This is an optimization exercise on Yosys and OpenROAD, whose aim is small area, a short achievable clock period and few clock cycles, not a production implementation.
Where RTL was checked, it was by simulation tests only, not by an equivalence proof against the original.
Power and IR drop assume default switching activity.

==> 07-25 <==
==> flow/design.v <==
`timescale 1ns/1ps
module divider #(
    parameter XLEN_WIDTH = 32
)(
    input                   clk_i,
    input                   rst_i,
    input                   stall_i,
    input  logic [XLEN_WIDTH-1:0]      a_i,
    input  logic [XLEN_WIDTH-1:0]      b_i,
    input  logic            req_i,
    input  logic            kill_i,
    input  logic [ 1 : 0]   operation_sel_i,
    output logic [XLEN_WIDTH-1:0]      div_result_o,
    output logic            ready_o,
    output logic            result_valid_o
);
function automatic [5:0] clz32(input [31:0] x);
    reg [15:0] z1, c1;
    reg [7:0]  z2; reg [1:0] c2 [0:7];
    reg [3:0]  z3; reg [2:0] c3 [0:3];
    reg [1:0]  z4; reg [3:0] c4 [0:1];
    reg [4:0]  c5;
    integer i;
    begin
        for (i = 0; i < 16; i = i + 1) begin
            z1[i] = ~(x[2*i+1] | x[2*i]);
            c1[i] = ~x[2*i+1];
        end
        for (i = 0; i < 8; i = i + 1) begin
            z2[i] = z1[2*i+1] & z1[2*i];
            c2[i] = z1[2*i+1] ? {1'b1, c1[2*i]} : {1'b0, c1[2*i+1]};
        end
        for (i = 0; i < 4; i = i + 1) begin
            z3[i] = z2[2*i+1] & z2[2*i];
            c3[i] = z2[2*i+1] ? {1'b1, c2[2*i]} : {1'b0, c2[2*i+1]};
        end
        for (i = 0; i < 2; i = i + 1) begin
            z4[i] = z3[2*i+1] & z3[2*i];
            c4[i] = z3[2*i+1] ? {1'b1, c3[2*i]} : {1'b0, c3[2*i+1]};
        end
        c5 = z4[1] ? {1'b1, c4[0]} : {1'b0, c4[1]};
        clz32 = (z4[1] & z4[0]) ? 6'd32 : {1'b0, c5};
    end
endfunction
wire is_div    = ~operation_sel_i[1];
wire is_signed = ~operation_sel_i[0];
wire a_neg     = is_signed & a_i[31];
wire b_neg     = is_signed & b_i[31];
wire b_zero    = (b_i == 32'b0);
wire [31:0] abs_a = a_neg ? -a_i : a_i;
wire [31:0] abs_b = b_neg ? -b_i : b_i;
wire res_neg   = is_div ? (a_neg ^ b_neg) : a_neg;
wire a_pow2 = &(~a_i[30:0] | a_i[31:1]);
wire b_pow2 = &(~b_i[30:0] | b_i[31:1]);
wire [5:0] lz_a = clz32(a_i ^ {32{a_i[31]}});
wire [5:0] lz_b = clz32(b_i ^ {32{b_i[31]}});
wire [5:0] clz_a = (a_i[31] & ~is_signed) ? 6'd0 : lz_a - {5'b0, a_neg & a_pow2};
wire [5:0] clz_b = (b_i[31] & ~is_signed) ? 6'd0 : lz_b - {5'b0, b_neg & b_pow2};
wire shorter = clz_a > clz_b;
localparam S_IDLE  = 2'd0,
           S_SETUP = 2'd1,
           S_CALC  = 2'd2,
           S_FIX   = 2'd3;
reg [1:0] S;
reg [31:0] R;        
reg [31:0] D;        
reg [4:0]  cnt;      
reg [5:0]  lzr_a, lzr_b;   
wire [5:0] shamt = lzr_b - lzr_a;
wire [32:0] diff = {1'b0, R} - {1'b0, D};
wire qb          = ~diff[32];
wire [31:0] R_nx = qb ? diff[31:0] : R;
wire last        = (cnt == 5'd0);
wire start   = (S == S_IDLE) & req_i;
wire quick   = b_zero | shorter;
wire [31:0] direct = is_div ? {32{b_zero}} : a_i;
wire done_calc  = (S == S_CALC) & last & ~res_neg;
wire done_fix   = (S == S_FIX);
wire finish     = (start & quick) | done_calc | done_fix;
always_ff @(posedge clk_i) begin
    if (rst_i)
        S <= S_IDLE;
    else if (kill_i)
        S <= S_IDLE;
    else case (S)
        S_IDLE:  S <= (req_i & ~quick) ? S_SETUP : S_IDLE;
        S_SETUP: S <= S_CALC;
        S_CALC:  S <= last ? (res_neg ? S_FIX : S_IDLE) : S_CALC;
        default: S <= S_IDLE;
    endcase
end
always_ff @(posedge clk_i) begin
    case (S)
        S_IDLE:  begin R <= abs_a; D <= abs_b; cnt <= shamt[4:0]; end
        S_SETUP: begin R <= abs_a; D <= D << shamt[4:0]; cnt <= shamt[4:0]; end
        default: begin R <= R_nx;  D <= D >> 1; cnt <= cnt - 5'd1; end
    endcase
end
always_ff @(posedge clk_i) begin
    lzr_a <= clz_a;
    lzr_b <= clz_b;
end
always_ff @(posedge clk_i) begin
    if (start)
        div_result_o <= direct;
    else if (S == S_CALC)
        div_result_o <= (last & ~is_div) ? R_nx : {div_result_o[30:0], qb};
    else if (S == S_FIX)
        div_result_o <= -div_result_o;
end
always_ff @(posedge clk_i) begin
    if (rst_i) begin
        ready_o        <= 1'b1;
        result_valid_o <= 1'b0;
    end else begin
        ready_o        <= kill_i | ((S == S_IDLE) & ~req_i) | finish;
        result_valid_o <= ~kill_i & (finish | (stall_i & result_valid_o));
    end
end
endmodule
==> flow/run.sh <==
#!/bin/bash
# synth_recipe.tcl (not shown) runs the flow's synth.tcl, then flattens the netlist and writes it again
# the make line also repeats each setting of config.mk as NAME=value (left out here)
make -C /OpenROAD-flow-scripts/flow DESIGN_CONFIG=/design/flow/config.mk WORK_HOME=/design/flow/orfs CLKGATE_MAP_FILE= SYNTH_SCRIPT=/design/flow/synth_recipe.tcl finish
==> flow/config.mk <==
export PLATFORM = sky130hd
export DESIGN_NAME = divider
export DESIGN_NICKNAME = divider
export VERILOG_FILES = /design/flow/design.v
export SDC_FILE = /design/flow/constraint.sdc
export NUM_CORES = 4
export LEC_CHECK = 0
export CAP_MARGIN = 20
export CORE_MARGIN = 2
export CORE_UTILIZATION = 45
export PLACE_DENSITY = 0.6
export SETUP_SLACK_MARGIN = 2.0
export SLEW_MARGIN = 20
==> flow/constraint.sdc <==
create_clock -name core_clock -period 5.5 [get_ports {clk_i}]
set_input_delay 1.1000 -clock core_clock [delete_from_list [all_inputs] [get_ports {clk_i}]]
set_output_delay 1.1000 -clock core_clock [all_outputs]
set_load 0.01 [all_outputs]
==> inputs of 06-05, as changes to 07-25 <==
==> flow/design.v, changed modules only <==
module divider #(
    parameter XLEN_WIDTH = 32
)(
    input                   clk_i,
    input                   rst_i,
    input                   stall_i,
    input  logic [XLEN_WIDTH-1:0]      a_i,
    input  logic [XLEN_WIDTH-1:0]      b_i,
    input  logic            req_i,
    input  logic            kill_i,
    input  logic [ 1 : 0]   operation_sel_i,
    output logic [XLEN_WIDTH-1:0]      div_result_o,
    output logic            ready_o,
    output logic            result_valid_o
);
function automatic [5:0] clz32(input [31:0] x);
    reg [15:0] z1, c1;
    reg [7:0]  z2; reg [1:0] c2 [0:7];
    reg [3:0]  z3; reg [2:0] c3 [0:3];
    reg [1:0]  z4; reg [3:0] c4 [0:1];
    reg [4:0]  c5;
    integer i;
    begin
        for (i = 0; i < 16; i = i + 1) begin
            z1[i] = ~(x[2*i+1] | x[2*i]);
            c1[i] = ~x[2*i+1];
        end
        for (i = 0; i < 8; i = i + 1) begin
            z2[i] = z1[2*i+1] & z1[2*i];
            c2[i] = z1[2*i+1] ? {1'b1, c1[2*i]} : {1'b0, c1[2*i+1]};
        end
        for (i = 0; i < 4; i = i + 1) begin
            z3[i] = z2[2*i+1] & z2[2*i];
            c3[i] = z2[2*i+1] ? {1'b1, c2[2*i]} : {1'b0, c2[2*i+1]};
        end
        for (i = 0; i < 2; i = i + 1) begin
            z4[i] = z3[2*i+1] & z3[2*i];
            c4[i] = z3[2*i+1] ? {1'b1, c3[2*i]} : {1'b0, c3[2*i+1]};
        end
        c5 = z4[1] ? {1'b1, c4[0]} : {1'b0, c4[1]};
        clz32 = (z4[1] & z4[0]) ? 6'd32 : {1'b0, c5};
    end
endfunction
wire is_div    = ~operation_sel_i[1];
wire is_signed = ~operation_sel_i[0];
wire a_neg     = is_signed & a_i[31];
wire b_neg     = is_signed & b_i[31];
wire b_zero    = (b_i == 32'b0);
wire [31:0] abs_a = a_neg ? -a_i : a_i;
wire [31:0] ones_b = b_i ^ {32{b_neg}};
wire res_neg   = is_div ? (a_neg ^ b_neg) : a_neg;
wire a_pow2 = &(~a_i[30:0] | a_i[31:1]);
wire b_pow2 = &(~b_i[30:0] | b_i[31:1]);
wire [5:0] lz_a = clz32(a_i ^ {32{a_i[31]}});
wire [5:0] lz_b = clz32(b_i ^ {32{b_i[31]}});
wire [5:0] clz_a = (a_i[31] & ~is_signed) ? 6'd0 : lz_a;
wire [5:0] clz_b = (b_i[31] & ~is_signed) ? 6'd0 : lz_b;
wire pow2_a = a_neg & a_pow2;
wire pow2_b = b_neg & b_pow2;
wire signed [6:0] d = {1'b0, clz_b} - {1'b0, clz_a};
wire shorter = (pow2_a == pow2_b) ? (d < 0) : pow2_b ? (d <= 0) : (d < -1);
wire near    = (pow2_a == pow2_b) ? (d <= 1) : pow2_b ? (d <= 2) : (d <= 0);
localparam S_IDLE  = 2'd0,
           S_SETUP = 2'd1,
           S_CALC  = 2'd2,
           S_FIX   = 2'd3;
reg [1:0] S;
reg [31:0] R;        
reg [31:0] D;        
reg [3:0]  cnt;      
reg        dn;       
reg [5:0]  lzr_a, lzr_b;   
reg        p2r_a, p2r_b;   
wire [5:0] shamt = lzr_b - lzr_a + {5'b0, p2r_a} - {5'b0, p2r_b};
wire cin = ~dn;
wire [34:0] t1w = {2'b0, R, 1'b1} + {~{2'b0, D}, cin};
wire [34:0] t2w = {2'b0, R, 1'b1} + {~{1'b0, D, dn}, cin};
wire [33:0] t1 = t1w[34:1];
wire [33:0] t2 = t2w[34:1];
wire [34:0] cx = {3'b0, R};
wire [34:0] cy = ~{3'b0, D};
wire [34:0] cz = ~{2'b0, D, dn};
wire [34:0] cs = cx ^ cy ^ cz;
wire [34:0] cc = (cx & cy) | (cx & cz) | (cy & cz);
wire [35:0] t3w = {cs, 1'b1} + {cc[33:0], cin, cin};
wire [34:0] t3 = t3w[35:1];
wire ge1 = ~t1[33];
wire ge2 = ~t2[33];
wire ge3 = ~t3[34];
wire [1:0] qd = {ge2, ge3 | (ge1 & ~ge2)};
wire [31:0] R_nx = ge3 ? t3[31:0] : ge2 ? t2[31:0] : ge1 ? t1[31:0] : R;
wire last        = (cnt == 4'd0);
wire start   = (S == S_IDLE) & req_i;
wire quick   = b_zero | shorter;
wire [31:0] direct = is_div ? {32{b_zero}} : a_i;
wire done_calc  = (S == S_CALC) & last & ~res_neg;
wire done_fix   = (S == S_FIX);
wire finish     = (start & quick) | done_calc | done_fix;
always_ff @(posedge clk_i) begin
    if (rst_i)
        S <= S_IDLE;
    else if (kill_i)
        S <= S_IDLE;
    else case (S)
        S_IDLE:  S <= (req_i & ~quick) ? (near ? S_CALC : S_SETUP) : S_IDLE;
        S_SETUP: S <= S_CALC;
        S_CALC:  S <= last ? (res_neg ? S_FIX : S_IDLE) : S_CALC;
        default: S <= S_IDLE;
    endcase
end
always_ff @(posedge clk_i) begin
    case (S)
        S_IDLE:  begin R <= abs_a; D <= ones_b; cnt <= 4'd0; end
        S_SETUP: begin R <= abs_a; D <= (D << {shamt[4:1], 1'b0}) | ({32{dn}} & ~(32'hffffffff << {shamt[4:1], 1'b0})); cnt <= shamt[4:1]; end
        default: begin R <= R_nx;  D <= D >> 2; cnt <= cnt - 4'd1; end
    endcase
end
always_ff @(posedge clk_i) begin
    dn    <= b_neg;
    lzr_a <= clz_a;
    lzr_b <= clz_b;
    p2r_a <= pow2_a;
    p2r_b <= pow2_b;
end
always_ff @(posedge clk_i) begin
    if (start)
        div_result_o <= direct;
    else if (S == S_CALC)
        div_result_o <= (last & ~is_div) ? R_nx : {div_result_o[29:0], qd};
    else if (S == S_FIX)
        div_result_o <= -div_result_o;
end
always_ff @(posedge clk_i) begin
    if (rst_i) begin
        ready_o        <= 1'b1;
        result_valid_o <= 1'b0;
    end else begin
        ready_o        <= kill_i | ((S == S_IDLE) & ~req_i) | finish;
        result_valid_o <= ~kill_i & (finish | (stall_i & result_valid_o));
    end
end
endmodule
==> flow/flow/run.sh (new file) <==
#!/bin/bash
# Standard layout, with the port buffers made from plain buffers rather than
# the delay cells buffer_ports picks by default.
set -e
cp standard.sh standard_sh.log
export BUFFER_PORTS_ARGS="-buffer_cell sky130_fd_sc_hd__buf_2"
bash standard.sh > standard.log 2>&1
==> flow/standard.sh (new file) <==
#!/bin/bash
# synth_recipe.tcl (not shown) runs the flow's synth.tcl, then flattens the netlist and writes it again
# the make line also repeats each setting of config.mk as NAME=value (left out here)
make -C /OpenROAD-flow-scripts/flow DESIGN_CONFIG=/design/flow/config.mk WORK_HOME=/design/flow/orfs CLKGATE_MAP_FILE= SYNTH_SCRIPT=/design/flow/synth_recipe.tcl "${@:-finish}"
- SETUP_SLACK_MARGIN: 2.0 -> 1.0
removed: flow/run.sh
==> inputs of 07-06, as changes to 07-25 <==
==> flow/design.v, changed modules only <==
module divider #(
    parameter XLEN_WIDTH = 32
)(
    input                   clk_i,
    input                   rst_i,
    input                   stall_i,
    input  logic [XLEN_WIDTH-1:0]      a_i,
    input  logic [XLEN_WIDTH-1:0]      b_i,
    input  logic            req_i,
    input  logic            kill_i,
    input  logic [ 1 : 0]   operation_sel_i,
    output logic [XLEN_WIDTH-1:0]      div_result_o,
    output logic            ready_o,
    output logic            result_valid_o
);
function automatic [5:0] clz32(input [31:0] x);
    reg [15:0] z1, c1;
    reg [7:0]  z2; reg [1:0] c2 [0:7];
    reg [3:0]  z3; reg [2:0] c3 [0:3];
    reg [1:0]  z4; reg [3:0] c4 [0:1];
    reg [4:0]  c5;
    integer i;
    begin
        for (i = 0; i < 16; i = i + 1) begin
            z1[i] = ~(x[2*i+1] | x[2*i]);
            c1[i] = ~x[2*i+1];
        end
        for (i = 0; i < 8; i = i + 1) begin
            z2[i] = z1[2*i+1] & z1[2*i];
            c2[i] = z1[2*i+1] ? {1'b1, c1[2*i]} : {1'b0, c1[2*i+1]};
        end
        for (i = 0; i < 4; i = i + 1) begin
            z3[i] = z2[2*i+1] & z2[2*i];
            c3[i] = z2[2*i+1] ? {1'b1, c2[2*i]} : {1'b0, c2[2*i+1]};
        end
        for (i = 0; i < 2; i = i + 1) begin
            z4[i] = z3[2*i+1] & z3[2*i];
            c4[i] = z3[2*i+1] ? {1'b1, c3[2*i]} : {1'b0, c3[2*i+1]};
        end
        c5 = z4[1] ? {1'b1, c4[0]} : {1'b0, c4[1]};
        clz32 = (z4[1] & z4[0]) ? 6'd32 : {1'b0, c5};
    end
endfunction
wire is_div    = ~operation_sel_i[1];
wire is_signed = ~operation_sel_i[0];
wire a_neg     = is_signed & a_i[31];
wire b_neg     = is_signed & b_i[31];
wire b_zero    = (b_i == 32'b0);
wire [31:0] abs_a = a_neg ? -a_i : a_i;
wire [31:0] abs_b = b_neg ? -b_i : b_i;
wire res_neg   = is_div ? (a_neg ^ b_neg) : a_neg;
wire a_pow2 = &(~a_i[30:0] | a_i[31:1]);
wire b_pow2 = &(~b_i[30:0] | b_i[31:1]);
wire [5:0] lz_a = clz32(a_i ^ {32{a_i[31]}}) - {5'b0, a_i[31] & a_pow2};
wire [5:0] lz_b = clz32(b_i ^ {32{b_i[31]}}) - {5'b0, b_i[31] & b_pow2};
wire [5:0] clz_a = (a_i[31] & ~is_signed) ? 6'd0 : lz_a;
wire [5:0] clz_b = (b_i[31] & ~is_signed) ? 6'd0 : lz_b;
wire [6:0] shamt = {1'b0, clz_b} - {1'b0, clz_a};
localparam S_IDLE  = 2'd0,
           S_SETUP = 2'd1,
           S_CALC  = 2'd2,
           S_FIX   = 2'd3;
reg [1:0] S;
reg [31:0] R;        
reg [31:0] D;        
reg [3:0]  cnt;      
wire [33:0] t1 = {2'b0, R} - {2'b0, D};
wire [33:0] t2 = {2'b0, R} - {1'b0, D, 1'b0};
wire [34:0] cx = {3'b0, R};
wire [34:0] cy = ~{3'b0, D};
wire [34:0] cz = ~{2'b0, D, 1'b0};
wire [34:0] cs = cx ^ cy ^ cz;
wire [34:0] cc = (cx & cy) | (cx & cz) | (cy & cz);
wire [35:0] t3w = {cs, 1'b1} + {cc[33:0], 1'b1, 1'b1};
wire [34:0] t3 = t3w[35:1];
wire ge1 = ~t1[33];
wire ge2 = ~t2[33];
wire ge3 = ~t3[34];
wire [1:0] qd = {ge2, ge3 | (ge1 & ~ge2)};
wire [31:0] R_nx = ge3 ? t3[31:0] : ge2 ? t2[31:0] : ge1 ? t1[31:0] : R;
wire last        = (cnt == 4'd0);
wire start   = (S == S_IDLE) & req_i;
wire quick   = b_zero | shamt[6];
wire [31:0] direct = is_div ? {32{b_zero}} : a_i;
wire done_calc  = (S == S_CALC) & last & ~res_neg;
wire done_fix   = (S == S_FIX);
wire finish     = (start & quick) | done_calc | done_fix;
always_ff @(posedge clk_i) begin
    if (rst_i)
        S <= S_IDLE;
    else if (kill_i)
        S <= S_IDLE;
    else case (S)
        S_IDLE:  S <= (req_i & ~quick) ? S_SETUP : S_IDLE;
        S_SETUP: S <= S_CALC;
        S_CALC:  S <= last ? (res_neg ? S_FIX : S_IDLE) : S_CALC;
        default: S <= S_IDLE;
    endcase
end
always_ff @(posedge clk_i) begin
    case (S)
        S_IDLE:  begin R <= abs_a; D <= abs_b; cnt <= shamt[4:1]; end
        S_SETUP: begin R <= abs_a; D <= D << {cnt, 1'b0}; cnt <= shamt[4:1]; end
        default: begin R <= R_nx;  D <= D >> 2; cnt <= cnt - 4'd1; end
    endcase
end
always_ff @(posedge clk_i) begin
    if (start)
        div_result_o <= direct;
    else if (S == S_CALC)
        div_result_o <= (last & ~is_div) ? R_nx : {div_result_o[29:0], qd};
    else if (S == S_FIX)
        div_result_o <= -div_result_o;
end
always_ff @(posedge clk_i) begin
    if (rst_i) begin
        ready_o        <= 1'b1;
        result_valid_o <= 1'b0;
    end else begin
        ready_o        <= kill_i | ((S == S_IDLE) & ~req_i) | finish;
        result_valid_o <= ~kill_i & (finish | (stall_i & result_valid_o));
    end
end
endmodule
- SETUP_SLACK_MARGIN: 2.0 -> 1.0
==> summary of the runs <==
- Worst hold slack: 07-06 is worse than 06-05 (0.0056 ns).
- Against 07-25, the global-route usage of 06-05 is lower by 0.66 points.
- The highest non-clock buffer count belongs to 07-25, the lowest to 06-05.
- Routed wire length, lowest first: 07-25, 07-06, 06-05.
- Between 07-06 and 06-05, the lower fmax is in 07-06 (gap 0.65%, measured against 06-05).
- Sequential share of layout area: 07-25 is higher than 06-05 (2.5 points).
- Via count, highest first: 06-05, 07-06, 07-25.
==> figures <==
quantity	07-25	07-06	06-05
Post-cts gate resize count	260	124	28
Number of cells on the worst hold path	1	2	1
Height of the die	169.7 µm	191.9 µm	197.7 µm
TritonCTS Buffers	17	9	17
Worst setup slack after placement	0.1489 ns	0.2118 ns	0.3721 ns
Clock buffer instance count of the final layout	17	9	17
Well-tap cell count	341	455	468
Power after layout	0.004838 W	0.006849 W	0.008716 W
Start point of the critical path	b_i[4]	b_i[7]	a_i[21]
Setup Buffers After CTS	51	36	5
Status	timing/DRC/antenna clean	timing/DRC/antenna clean	timing/DRC/antenna clean
Required time of the worst setup path	5.83 ns	5.74 ns	5.88 ns
Amount of wire on met2 after detailed routing	21.95 mm	24.98 mm	27.28 mm
Clock-pin transition on the worst setup and hold timing paths	0.07 ns	0.08 ns	0.07 ns
Part of the total power dissipated in sequential elements	23.7%	15.8%	14.7%
Testbench counts of 06-05, summed over its fixed seeds: cycles 64,645.
Testbench counts of 07-06, summed over its fixed seeds: cycles 67,179.
Only the layout flow was run in 07-25; the RTL was not checked for function there.

## separate check: timing with driven ports
The results above use ideal ports. As a check the final layouts listed here were re-extracted and re-timed, cells and wires unchanged. Step 1 sets driving cells, clkbuf_16 on the clock port and buf_2 on the other inputs (assumed; they add their load-dependent delay and slew). Step 2 moves the port delays by t, midway between the first and last clock arrival at a register: inputs arrive t later, outputs are due t later. That takes back most of the time a late clock gives input paths. a / b / c = ideal ports / drivers / drivers and shift; a / b = the first two.
run | shift t [ns] | setup WS [ns] | worst data-port slew with drivers (ns)
07-25 | 0.474 | 1.148 / 1.166 / 0.692 | 0.07
06-05 | 0.492 | 1.058 / 1.069 / 0.576 | 0.07
07-06 | 0.417 | 1.029 / 1.058 / 0.641 | 0.04
After both steps setup and hold are still met in every run listed. The setup slack of 06-05, which loses most, moves by +0.011 ns with the drivers and by -0.482 ns with both steps.
